From an optimization exercise on the open Yosys and OpenROAD flow, aimed at small area; shortcuts taken in it are not production practice. The RTL was checked by simulation tests, not by an equivalence proof against the original design. The clock input has no modelled driver; a real chip could not lean on it and would need a root buffer or a full tree. Power and IR drop assume default switching activity.

Design my_chip, start of the top module:
module my_chip (
    input logic [11:0] io_in,  
    output logic [11:0] io_out,  
    input logic clock,
    input logic reset  
);
    function automatic logic [4:0] inc5(input logic [4:0] x, input logic cin);
        logic c;
        c = cin;
        for (int b = 0; b < 5; b++) begin
            inc5[b] = x[b] ^ c;
            c = x[b] & c;
        end
    endfunction
    logic [11:0] in_s;
    logic rst;
    genvar g;
    generate
        for (g = 0; g < 12; g = g + 1) begin : sync
            Synchronizer s(.async(io_in[g]), .clock(clock), .sync(in_s[g]));
        end
    endgenerate
    Synchronizer sync_rst(.async(reset), .clock(clock), .sync(rst));
    wire [7:0] din   = in_s[7:0];
    wire       enter = in_s[8];
    wire       sw    = in_s[9];
    wire [1:0] opin  = in_s[11:10];
    logic en_d, pe_d, sw_d;
    wire pe = enter & ~en_d;
    wire ps = sw & ~sw_d;
    always_ff @(posedge clock) begin
        en_d <= enter;
        pe_d <= pe;
        sw_d <= sw;
    end
    logic ph;
  ...
export LEC_CHECK = 0
export CAP_MARGIN = 20
export CORE_MARGIN = 2
export CORE_UTILIZATION = 70
export CTS_BUF_LIST = sky130_fd_sc_hd__clkbuf_8
export PLACE_DENSITY = 0.8
export SLEW_MARGIN = 20
create_clock -name core_clock -period 10.0 [get_ports {clock}]
standard.sh (not shown) runs the stock make flow with config.mk's settings and CLKGATE_MAP_FILE= SYNTH_SCRIPT=/design/flow/synth_recipe.tcl, a recipe that flattens the netlist after the stock synthesis.
==> flow/flow/run.sh <==
#!/bin/bash
# Standard ORFS layout with three changes: the port buffers are the smallest
# buffer (buf_1); CTS adds no dummy loads; and after CTS a hook (my_cts.tcl)
# replaces the clock tree with a two-level one (root buffer -> leaf buffers
# over equal groups of flip-flops). Full output of make in flow_make.log.
set -euo pipefail
export MYCTS_LEAVES=20 MYCTS_LEAF=sky130_fd_sc_hd__clkbuf_4
here=$(pwd)
export CTS_ARGS="-sink_clustering_enable -repair_clock_nets -dont_use_dummy_load -buf_list sky130_fd_sc_hd__clkbuf_8"
export BUFFER_PORTS_ARGS="-buffer_cell sky130_fd_sc_hd__buf_1"
export POST_CTS_TCL="$here/flow/my_cts.tcl"
bash standard.sh finish > flow_make.log 2>&1
==> flow/flow/my_cts.tcl <==
# Post-CTS hook: replace the H-tree built by clock_tree_synthesis with a
# two-level tree: clock port -> one root buffer -> MYCTS_LEAVES leaf buffers, each
# driving an equal share of the flip-flops, split by recursive bisection of
# their placement. Then legalize.
set nleaf    [expr {[info exists ::env(MYCTS_LEAVES)] ? $::env(MYCTS_LEAVES) : 10}]
set leafcell [expr {[info exists ::env(MYCTS_LEAF)] ? $::env(MYCTS_LEAF) : "sky130_fd_sc_hd__clkbuf_8"}]
set rootcell [expr {[info exists ::env(MYCTS_ROOT)] ? $::env(MYCTS_ROOT) : "sky130_fd_sc_hd__clkbuf_8"}]

set db [ord::get_db]
set block [ord::get_db_block]
set clk [$block findNet clock]

# remove the buffers CTS made, and their nets
set sinks {}
foreach inst [$block getInsts] {
  set m [[$inst getMaster] getName]
  if {[string match "clkbuf_*" [$inst getName]] && [string match "sky130_fd_sc_hd__clkbuf_*" $m]} {
    lappend dead $inst
  }
}
puts "my_cts: removing [llength $dead] CTS buffers"
foreach inst $dead { odb::dbInst_destroy $inst }
foreach net [$block getNets] {
  if {[string match "clknet_*" [$net getName]]} { odb::dbNet_destroy $net }
}
foreach inst [$block getInsts] {
  set it [$inst findITerm CLK]
  if {$it != "NULL" && [[$inst getMaster] isSequential]} {
    set loc [$inst getLocation]
    lappend sinks [list [lindex $loc 0] [lindex $loc 1] $it]
  }
}
puts "my_cts: [llength $sinks] sinks"

proc bisect {items k axis} {
  if {$k <= 1} { return [list $items] }
  set s [lsort -integer -index $axis $items]
  set k1 [expr {$k / 2}]
  set h [expr {([llength $s] * $k1 + $k / 2) / $k}]
  set na [expr {1 - $axis}]
  return [concat [bisect [lrange $s 0 [expr {$h - 1}]] $k1 $na] \
                 [bisect [lrange $s $h end] [expr {$k - $k1}] $na]]
}
# split first along the longer side
set xs [lsort -integer [lmap s $sinks {lindex $s 0}]]
set ys [lsort -integer [lmap s $sinks {lindex $s 1}]]
set axis [expr {([lindex $xs end] - [lindex $xs 0]) >= ([lindex $ys end] - [lindex $ys 0]) ? 0 : 1}]
set groups [bisect $sinks $nleaf $axis]

set lm [$db findMaster $leafcell]
set rm [$db findMaster $rootcell]
set rootnet [odb::dbNet_create $block clknet_root]
$rootnet setSigType CLOCK
$clk setSigType CLOCK
set sx 0; set sy 0; set k 0
foreach g $groups {
  set cx 0; set cy 0
  foreach s $g { incr cx [lindex $s 0]; incr cy [lindex $s 1] }
  set cx [expr {$cx / [llength $g]}]; set cy [expr {$cy / [llength $g]}]
  set b [odb::dbInst_create $block $lm clkbuf_leaf_$k]
  $b setLocation $cx $cy
  $b setPlacementStatus PLACED
  $b setSourceType TIMING
  set n [odb::dbNet_create $block clknet_leaf_$k]
  $n setSigType CLOCK
  [$b findITerm A] connect $rootnet
  [$b findITerm X] connect $n
  foreach s $g {
    set it [lindex $s 2]
    $it disconnect
    $it connect $n
  }
  puts "my_cts: leaf $k at $cx $cy drives [llength $g]"
  incr sx $cx; incr sy $cy; incr k
}
set r [odb::dbInst_create $block $rm clkbuf_root]
$r setLocation [expr {$sx / $k}] [expr {$sy / $k}]
$r setPlacementStatus PLACED
$r setSourceType TIMING
[$r findITerm A] connect $clk
[$r findITerm X] connect $rootnet

detailed_placement
check_placement -verbose
estimate_parasitics -placement
report_clock_skew
report_worst_slack -min
report_worst_slack -max
The starting point finished with timing, DRC and antenna clean.
Edit:
--- a/flow/flow/run.sh
+++ b/flow/flow/run.sh
@@ -6,3 +6,3 @@
 set -euo pipefail
-export MYCTS_LEAVES=20 MYCTS_LEAF=sky130_fd_sc_hd__clkbuf_4
+export MYCTS_LEAVES=10
 here=$(pwd)
=> The changed run finished clean; clock power fell by a few percent; area after synthesis does not change; via count shrinks slightly; register-to-register slack gets worse by 0.03 ns; final area hardly moves; worst setup slack loses 0.030 ns; sequential power hardly moves; sequential cell count is unchanged; worst hold slack gets better by 0.0083 ns.
Edit:
--- a/flow/flow/run.sh
+++ b/flow/flow/run.sh
@@ -1,3 +1,4 @@
 #!/bin/bash
-# Standard ORFS layout with three changes: the port buffers are the smallest
+# Standard ORFS layout with four changes: synthesis maps logic with an
+# area-oriented ABC script (flow/synth.tcl, flow/abc_area.script); the port buffers are the smallest
 # buffer (buf_1); CTS adds no dummy loads; and after CTS a hook (my_cts.tcl)
@@ -11,2 +12,3 @@
 export POST_CTS_TCL="$here/flow/my_cts.tcl"
-bash standard.sh finish > flow_make.log 2>&1
+export MY_ABC_SCRIPT="$here/flow/abc_area.script"
+bash standard.sh SYNTH_SCRIPT="$here/flow/synth.tcl" finish > flow_make.log 2>&1
==> flow/flow/abc_area.script (new file) <==
strash
dch
map -a
strash
dch
map -a
topo
==> flow/flow/synth.tcl (new file) <==
# The standard synthesis script (synth_recipe.tcl), except that ABC maps
# with flow/abc_area.script (area-oriented, no buffering or upsizing)
# instead of ORFS's speed script. Registers are untouched by ABC.
proc synth {args} { yosys synth -nofsm -noshare {*}$args }
proc abc {args} {
  set i [lsearch $args -script]
  if {$i >= 0} { set args [lreplace $args [expr {$i+1}] [expr {$i+1}] $::env(MY_ABC_SCRIPT)] }
  yosys abc {*}$args
}
source $::env(SCRIPTS_DIR)/synth.tcl
# left out here: clear keep_hierarchy, flatten, clean up, hide names made inside functions, write 1_2_yosys.v
After rerunning:
- The new run completed without violations
- sequential share of layout area rose by 2.1 points
- maximum frequency came out lower by 2.1%
- area after synthesis is lower by 5.4%
- cell count is higher by 21%
- clock skew stays flat
Edit:
==> flow/flow/run.sh (replaced) <==
#!/bin/bash
# Standard ORFS layout with three changes: the port buffers are the smallest
# buffer (buf_1); CTS adds no dummy loads; and after CTS a hook (my_cts.tcl)
# replaces the clock tree with a two-level one (root buffer -> leaf buffers
# over equal groups of flip-flops). Full output of make in flow_make.log.
set -euo pipefail
export MYCTS_LEAVES=9
here=$(pwd)
export CTS_ARGS="-sink_clustering_enable -repair_clock_nets -dont_use_dummy_load -buf_list sky130_fd_sc_hd__clkbuf_8"
export BUFFER_PORTS_ARGS="-buffer_cell sky130_fd_sc_hd__buf_1"
export POST_CTS_TCL="$here/flow/my_cts.tcl"
bash standard.sh finish > flow_make.log 2>&1
removed: flow/flow/abc_area.script
removed: flow/flow/synth.tcl
=> Critical path depth came out lower by 5; total power came out lower by 5.6%; hold slack loses 0.0057 ns; global-route usage came out lower by 4.9 points; final area came out higher by 3.8%; wire length came out lower by 17%; synthesized cell count came out lower by 22%; core utilization came out lower by 1.6 points; cell count came out lower by 18%; setup slack gains 0.17 ns; area after synthesis came out higher by 5.7%.

Starting RTL as in the previous note.
clock: 10.0 ns
lec_check: 0
cap_margin: 0
core_margin: 2
core_utilization: 40
cts_buf_list: sky130_fd_sc_hd__clkbuf_8
slew_margin: 0
==> flow/flow/run.sh <==
#!/bin/bash
# Standard ORFS layout, with two changes: CTS adds no dummy loads, and the
# port buffers are the smallest buffer (buf_1). Full output in flow_make.log.
set -euo pipefail
export CTS_ARGS="-sink_clustering_enable -repair_clock_nets -dont_use_dummy_load -buf_list sky130_fd_sc_hd__clkbuf_8"
export BUFFER_PORTS_ARGS="-buffer_cell sky130_fd_sc_hd__buf_1"
bash standard.sh finish > flow_make.log 2>&1
Rerun with:
==> flow/flow/run.sh (replaced) <==
#!/bin/bash
# Standard ORFS layout, with two changes: CTS adds no dummy loads, and the
# port buffers are the smallest buffer (buf_1). Full output in flow_make.log.
set -euo pipefail
export CTS_ARGS="-sink_clustering_enable -sink_buffer_max_cap_derate 1.0 -repair_clock_nets -dont_use_dummy_load -buf_list sky130_fd_sc_hd__clkbuf_8"
export BUFFER_PORTS_ARGS="-buffer_cell sky130_fd_sc_hd__buf_1"
bash standard.sh finish > flow_make.log 2>&1
--- a/flow/config.mk
+++ b/flow/config.mk
@@ -6,7 +6,7 @@
 export NUM_CORES = 4
 export LEC_CHECK = 0
-export CAP_MARGIN = 0
+export CAP_MARGIN = 20
 export CORE_MARGIN = 2
 export CORE_UTILIZATION = 40
 export CTS_BUF_LIST = sky130_fd_sc_hd__clkbuf_8
-export SLEW_MARGIN = 0
+export SLEW_MARGIN = 20
Effect: Cell area stays the same. Via count does not change. Synthesized area is unchanged. Die area is unchanged. Setup slack stays the same.
Rerun with:
==> flow/flow/run.sh (replaced) <==
#!/bin/bash
# Standard ORFS layout, with two changes: CTS adds no dummy loads, and the
# port buffers are the smallest buffer (buf_1). Full output in flow_make.log.
set -euo pipefail
export CTS_ARGS="-repair_clock_nets -dont_use_dummy_load -buf_list sky130_fd_sc_hd__clkbuf_8"
export BUFFER_PORTS_ARGS="-buffer_cell sky130_fd_sc_hd__buf_1"
bash standard.sh finish > flow_make.log 2>&1
=> Utilization is unchanged. Worst setup slack does not change. Final area does not change. Fmax is unchanged. Die area stays the same. Combinational power hardly moves. Via count stays the same. Sequential share of layout area is unchanged.
Rerun with:
==> flow/flow/run.sh (replaced) <==
#!/bin/bash
# Standard ORFS layout, with two changes: CTS adds no dummy loads, and the
# port buffers are the smallest buffer (buf_1). Full output in flow_make.log.
set -euo pipefail
export CTS_ARGS="-sink_clustering_enable -repair_clock_nets -dont_use_dummy_load -buf_list sky130_fd_sc_hd__clkbuf_8"
export BUFFER_PORTS_ARGS="-buffer_cell sky130_fd_sc_hd__buf_1"
bash standard.sh finish > flow_make.log 2>&1
After rerunning: The changed run finished clean. Synthesized area does not change. Non-clock buffer count is unchanged. First-iteration DRC count does not change. Sequential power barely changes.
Rerun with:
==> flow/flow/run.sh (replaced) <==
#!/bin/bash
# Standard ORFS layout, with two changes: CTS adds no dummy loads, and the
# port buffers are the smallest buffer (buf_1). Full output in flow_make.log.
set -euo pipefail
export CTS_ARGS="-sink_clustering_enable -sink_clustering_levels 1 -sink_clustering_size 25 -sink_clustering_max_diameter 60 -repair_clock_nets -dont_use_dummy_load -buf_list sky130_fd_sc_hd__clkbuf_8"
export BUFFER_PORTS_ARGS="-buffer_cell sky130_fd_sc_hd__buf_1"
bash standard.sh finish > flow_make.log 2>&1
Effect: Sequential share of layout area does not change; fmax does not change; routed wire length does not change; setup slack stays the same; synthesized area does not change; hold slack does not change; combinational power is about the same; sequential power is about the same.

-- port drivers added, routing unchanged --
The results above use ideal ports. As a check the final layouts listed here were re-extracted and re-timed, cells and wires unchanged. Step 1 assumes that a clkbuf_16 drives the clock port and a buf_2 every other input. Step 2 adds t to the input delays and takes it off the output delays; t is the mean of the earliest and latest rising clock arrival at the registers after step 1. Input paths then give back, and output paths get back, about the clock's delay inside the block. a / b / c = no drivers / after step 1 / after step 2; a / b = the first two.
run | shift t [ns] | slack for setup (ns) | clock arrival spread, ns | worst slew at a driven data input, ns | cell pins on the clock port's net
the first run of note 1 | 0.487 | 0.739 / 0.739 / 0.739 | 0.028 / 0.028 | 0.03 | 1
the second run of note 1 | 0.447 | 0.709 / 0.709 / 0.709 | 0.015 / 0.015 | 0.03 | 1
the third run of note 1 | 0.453 | 0.513 / 0.513 / 0.513 | 0.016 / 0.016 | 0.03 | 1
the fourth run of note 1 | 0.430 | 0.685 / 0.685 / 0.685 | 0.016 / 0.016 | 0.03 | 1
the first run of note 2 | 0.463 | 0.786 / 0.786 / 0.786 | 0.045 / 0.045 | 0.03 | 1
the second run of note 2 | 0.463 | 0.786 / 0.786 / 0.786 | 0.045 / 0.045 | 0.03 | 1
the third run of note 2 | 0.463 | 0.786 / 0.786 / 0.786 | 0.045 / 0.045 | 0.03 | 1
the fourth run of note 2 | 0.463 | 0.786 / 0.786 / 0.786 | 0.045 / 0.045 | 0.03 | 1
the fifth run of note 2 | 0.463 | 0.786 / 0.786 / 0.786 | 0.045 / 0.045 | 0.03 | 1
After both steps every run listed still meets setup and hold.
